Source: an optimization exercise on an open RTL-to-GDS flow (aim: small area). Production flows keep margins and buffers that such runs may drop.
Where RTL was checked, it was by simulation tests only, not by an equivalence proof against the original.
No activity file was given, so power comes from the tool's default toggle rates.

## before
// Spi_to_pnb_top
module Spi_to_pnb_top(
inter_fpga_comms_cs,
inter_fpga_comms_sdo,
inter_fpga_comms_sck,
rst_n,
inter_fpga_comms_sdi,
payload,
pvld
);
For scale: ~250 cells after synthesis, roughly 47 I/O pins, ~0.0040 sq mm of cells after synthesis.
clock: 10.0 ns
lec_check: 0
cap_margin: 20
core_margin: 2
core_utilization: 40
slew_margin: 20
standard.sh (not shown) runs the stock make flow with config.mk's settings and CLKGATE_MAP_FILE= SYNTH_SCRIPT=/design/flow/synth_recipe.tcl, a recipe that flattens the netlist after the stock synthesis.
==> flow/flow/run.sh <==
#!/bin/bash
# Standard ORFS layout (the standard.sh, unchanged synthesis) with:
#  - port buffers of the smallest buffer cell instead of the default pick,
#  - clock tree built from small clock buffers, without dummy load cells.
set -euo pipefail
cd "$(dirname "$0")/.."
export BUFFER_PORTS_ARGS="-buffer_cell sky130_fd_sc_hd__buf_1"
export CTS_ARGS="-sink_clustering_enable -repair_clock_nets -dont_use_dummy_load -buf_list {sky130_fd_sc_hd__clkbuf_1 sky130_fd_sc_hd__clkbuf_2 sky130_fd_sc_hd__clkbuf_4}"
bash standard.sh > flow_standard.log 2>&1
before | status: complete | timing, DRC, antenna: pass
The inputs of after differ from those of before as listed below.
==> flow/run.sh (new file) <==
#!/bin/bash
# synth_recipe.tcl (not shown) runs the flow's synth.tcl, then flattens the netlist and writes it again
# the make line also repeats each setting of config.mk as NAME=value (left out here)
make -C /OpenROAD-flow-scripts/flow DESIGN_CONFIG=/design/flow/config.mk WORK_HOME=/design/flow/orfs CLKGATE_MAP_FILE= SYNTH_SCRIPT=/design/flow/synth_recipe.tcl finish
removed: flow/flow/run.sh
removed: flow/standard.sh
--- outcome ---
- Delta (after minus before): non-clock buffer contribution to total cell area climbed 4.8 points; cell count climbed 3.4%; utilization climbed 7.4 points; total leakage power climbed 18%; total power climbed 0.00035 W.

---

## v6
Spi_to_pnb_top, a different RTL version from the one above (not shown whole).
Size: ~250 cells after synthesis, roughly 140 flip-flops, ~47 I/O pins.
export LEC_CHECK = 0
export CAP_MARGIN = 20
export CORE_MARGIN = 2
export CORE_UTILIZATION = 70
export SLEW_MARGIN = 20
create_clock -name core_clock -period 10.0 [get_ports {inter_fpga_comms_sck}]
==> flow/flow/run.sh <==
#!/bin/bash
# Standard ORFS layout (the standard.sh, unchanged synthesis) with:
#  - port buffers of the smallest buffer cell instead of the default pick,
#  - clock tree built from small clock buffers, without dummy load cells.
set -euo pipefail
cd "$(dirname "$0")/.."
export BUFFER_PORTS_ARGS="-buffer_cell sky130_fd_sc_hd__buf_1"
export CTS_ARGS="-sink_clustering_enable -sink_clustering_levels 2 -sink_clustering_size 12 -repair_clock_nets -dont_use_dummy_load -buf_list {sky130_fd_sc_hd__clkbuf_2 sky130_fd_sc_hd__clkbuf_4}"
bash standard.sh > flow_standard.log 2>&1
v6: full flow OK, the timing, DRC and antenna checks passed
What v7 does differently from v6 at the input level:
==> flow/flow/run.sh <==
#!/bin/bash
# Standard ORFS layout (the standard.sh, unchanged synthesis) with:
#  - port buffers of the smallest buffer cell instead of the default pick,
#  - clock tree built from small clock buffers, without dummy load cells.
set -euo pipefail
cd "$(dirname "$0")/.."
export BUFFER_PORTS_ARGS="-buffer_cell sky130_fd_sc_hd__buf_1"
export CTS_ARGS="-sink_clustering_enable -repair_clock_nets -dont_use_dummy_load -sink_buffer_max_cap_derate 1.0 -buf_list {sky130_fd_sc_hd__clkbuf_1 sky130_fd_sc_hd__clkbuf_2 sky130_fd_sc_hd__clkbuf_4}"
bash standard.sh > flow_standard.log 2>&1
### Flow results
- Diff v6 -> v7: buffering overhead saw little to no change, relative area of clock buffers and inverters in the final design saw little to no change, height of the chip saw little to no change.
- | setup clock skew after layout | v6 vs v7 | ≈ equal |
- v7 contains fewer vias than v6.
- Looking at clock network fraction of total power, v7 sits 0.3 points lower than v6 does.
- Diff v6 -> v7 | overall power consumption | down slightly
- [v7 vs v6] post-layout minimum cycle time: higher in v7
- Diff v6..v7 | number of inserted filler cells in the final layout | unchanged

---

Setup of zinc:
The RTL this note starts from:
==> flow/design.v <==
module crc_check(
input clk,
input rstn,
input start,
output done
);
reg [5:0] cnt;
wire low_zero = (cnt[4:0] == 5'd0);
wire fb = (cnt[5] ^ cnt[4]) & ~low_zero;
always @(posedge clk or negedge rstn)
if (~rstn)
    cnt <= 6'd0;
else if (start)
    cnt <= 6'b000011;
else
    cnt <= {cnt[4:0], fb};
assign done = cnt[5] & low_zero;
endmodule
module Protocol_analysis(
input sck,
input [40:0] pay_now,
input [40:0] pay_old,
input vld,
input crc_zero,
input rstn,
output [40:0] payload,
output pvld
);
reg ok;
reg second_r;
reg pvld_r;
wire done;
always @(posedge sck)
if (vld)
    ok <= crc_zero & ~done;
always @(posedge sck)
    second_r <= vld;
always @(posedge sck or negedge rstn)
if (!rstn)
    pvld_r <= 1'b0;
else
    pvld_r <= done & ok;
crc_check u_crc_check(
.clk(sck),
.rstn(rstn),
.start(vld),
.done(done)
);
assign payload = second_r ? pay_now : pay_old;
assign pvld    = pvld_r;
endmodule
module Spi_to_pnb_trans(
output sdo
);
assign sdo = 1'b0;
endmodule
module Spi_to_pnb_rev(
input sck,
input cs,
input sdi,
output [40:0] pay_now,
output [40:0] pay_old,
output vld,
output crc_zero
);
reg [114:0] data_r;
reg [7:0]  crc_r;
reg [5:0]  tmr;
wire full = &tmr;
always @(posedge sck) begin
    data_r[114:8] <= data_r[113:7];
    if (cs) begin
        data_r[7:0] <= 8'b0;
        crc_r       <= 8'b0;
        tmr         <= 6'b111000;
    end else begin
        data_r[7:0] <= {data_r[6:0], sdi};
        crc_r       <= {crc_r[6:0], 1'b0}
                     ^ (crc_r[7]            ? 8'h07 : 8'h00)
                     ^ (data_r[7]           ? 8'h80 : 8'h00)
                     ^ ((data_r[64] & full) ? 8'h13 : 8'h00);
        tmr         <= {tmr[4:0], (tmr[5] ^ tmr[4]) | full};
    end
end
assign vld      = full && (data_r[80:65] == 16'h55ab) && (data_r[7:0] == 8'haa);
assign crc_zero = (crc_r == 8'd0);
assign pay_now  = data_r[57:17];
assign pay_old  = data_r[114:74];
endmodule
module Spi_to_pnb_top(
inter_fpga_comms_cs,
inter_fpga_comms_sdo,
inter_fpga_comms_sck,
rst_n,
inter_fpga_comms_sdi,
payload,
pvld
);
input inter_fpga_comms_cs, inter_fpga_comms_sdo, inter_fpga_comms_sck, rst_n;
output inter_fpga_comms_sdi;
output [40:0] payload;
output pvld;
wire [40:0] pay_now;
wire [40:0] pay_old;
wire vld;
wire crc_zero;
Spi_to_pnb_rev u_spi_to_pnb_rev(
    .sck(inter_fpga_comms_sck),
    .cs(inter_fpga_comms_cs),
    .sdi(inter_fpga_comms_sdo),
    .pay_now(pay_now),
    .pay_old(pay_old),
    .vld(vld),
    .crc_zero(crc_zero)
);
Spi_to_pnb_trans u_spi_to_pnb_trans(
    .sdo(inter_fpga_comms_sdi)
);
Protocol_analysis u_protocol_analysis(
    .sck(inter_fpga_comms_sck),
    .pay_now(pay_now),
    .pay_old(pay_old),
    .vld(vld),
    .crc_zero(crc_zero),
    .rstn(rst_n),
    .payload(payload),
    .pvld(pvld)
);
endmodule
==> flow/config.mk <==
export PLATFORM = sky130hd
export DESIGN_NAME = Spi_to_pnb_top
export DESIGN_NICKNAME = Spi_to_pnb_top
export VERILOG_FILES = /design/flow/design.v
export SDC_FILE = /design/flow/constraint.sdc
export NUM_CORES = 4
export LEC_CHECK = 0
export ABC_CLOCK_PERIOD_IN_PS = 10000
export CAP_MARGIN = 20
export CORE_MARGIN = 2
export CORE_UTILIZATION = 60
export SLEW_MARGIN = 20
==> flow/constraint.sdc <==
create_clock -name core_clock -period 10.0 [get_ports {inter_fpga_comms_sck}]
set_input_delay 2.0000 -clock core_clock [delete_from_list [all_inputs] [get_ports {inter_fpga_comms_sck}]]
set_output_delay 2.0000 -clock core_clock [all_outputs]
set_load 0.01 [all_outputs]
==> flow/flow/run.sh <==
#!/bin/bash
# Standard ORFS layout (the standard.sh, unchanged synthesis) with:
#  - port buffers of the smallest buffer cell instead of the default pick,
#  - clock tree built from small clock buffers, without dummy load cells.
set -euo pipefail
cd "$(dirname "$0")/.."
export BUFFER_PORTS_ARGS="-buffer_cell sky130_fd_sc_hd__buf_1"
export CTS_ARGS="-sink_clustering_enable -repair_clock_nets -dont_use_dummy_load -buf_list {sky130_fd_sc_hd__clkbuf_1 sky130_fd_sc_hd__clkbuf_2 sky130_fd_sc_hd__clkbuf_4}"
bash standard.sh > flow_standard.log 2>&1
Changes in indigo relative to zinc:
Settings: ABC_CLOCK_PERIOD_IN_PS removed (was 10000).
--- a/flow/flow/run.sh
+++ b/flow/flow/run.sh
@@ -6,4 +6,4 @@
 cd "$(dirname "$0")/.."
 export BUFFER_PORTS_ARGS="-buffer_cell sky130_fd_sc_hd__buf_1"
-export CTS_ARGS="-sink_clustering_enable -repair_clock_nets -dont_use_dummy_load -buf_list {sky130_fd_sc_hd__clkbuf_1 sky130_fd_sc_hd__clkbuf_2 sky130_fd_sc_hd__clkbuf_4}"
+export CTS_ARGS="-sink_clustering_enable -repair_clock_nets -dont_use_dummy_load -buf_list {sky130_fd_sc_hd__clkbuf_8}"
 bash standard.sh > flow_standard.log 2>&1
Results
- indigo finished every step from synthesis to the final layout, and the layout passed the timing, DRC and antenna checks.
- After detailed routing, zinc needs less wire than indigo.
- | design area | indigo vs zinc | about 2.6% higher |
- Compared with zinc, indigo shows leakage power figure higher by 0.044 nW.
No functional check of the RTL was part of any run of this note.

-- afterwards: timing with drivers on the ports --
The results above use ideal ports. As a check the final layouts listed here were re-extracted and re-timed, cells and wires unchanged.
Step 1: set_driving_cell puts a clkbuf_16 on inter_fpga_comms_sck and a buf_2 on each other input, an assumption about the parent block.
Step 2 adds t to the input delays and takes it off the output delays; t is the mean of the earliest and latest rising clock arrival at the registers after step 1. Input paths then give back, and output paths get back, about the clock's delay inside the block.
Three values: ideal ports, drivers, drivers and shift; two values: the first two.
| run | shift t [ns] | slack for setup (ns) | slew at the worst register clock pin (ns) | pins driven straight from the clock port |
|---|---|---|---|---|
| before | 0.521 | 6.960 / 6.931 / 7.086 | 0.11 / 0.11 | 1 |
| after | 0.540 | 6.604 / 6.573 / 7.067 | 0.06 / 0.06 | 1 |
| v6 | 0.488 | 6.033 / 6.005 / 6.493 | 0.11 / 0.11 | 1 |
| v7 | 0.970 | 5.546 / 5.515 / 6.485 | 0.12 / 0.12 | 1 |
| zinc | 0.496 | 6.011 / 5.984 / 6.480 | 0.12 / 0.12 | 1 |
| indigo | 0.429 | 6.087 / 6.059 / 6.488 | 0.08 / 0.08 | 1 |
After both steps every run listed still meets setup and hold.
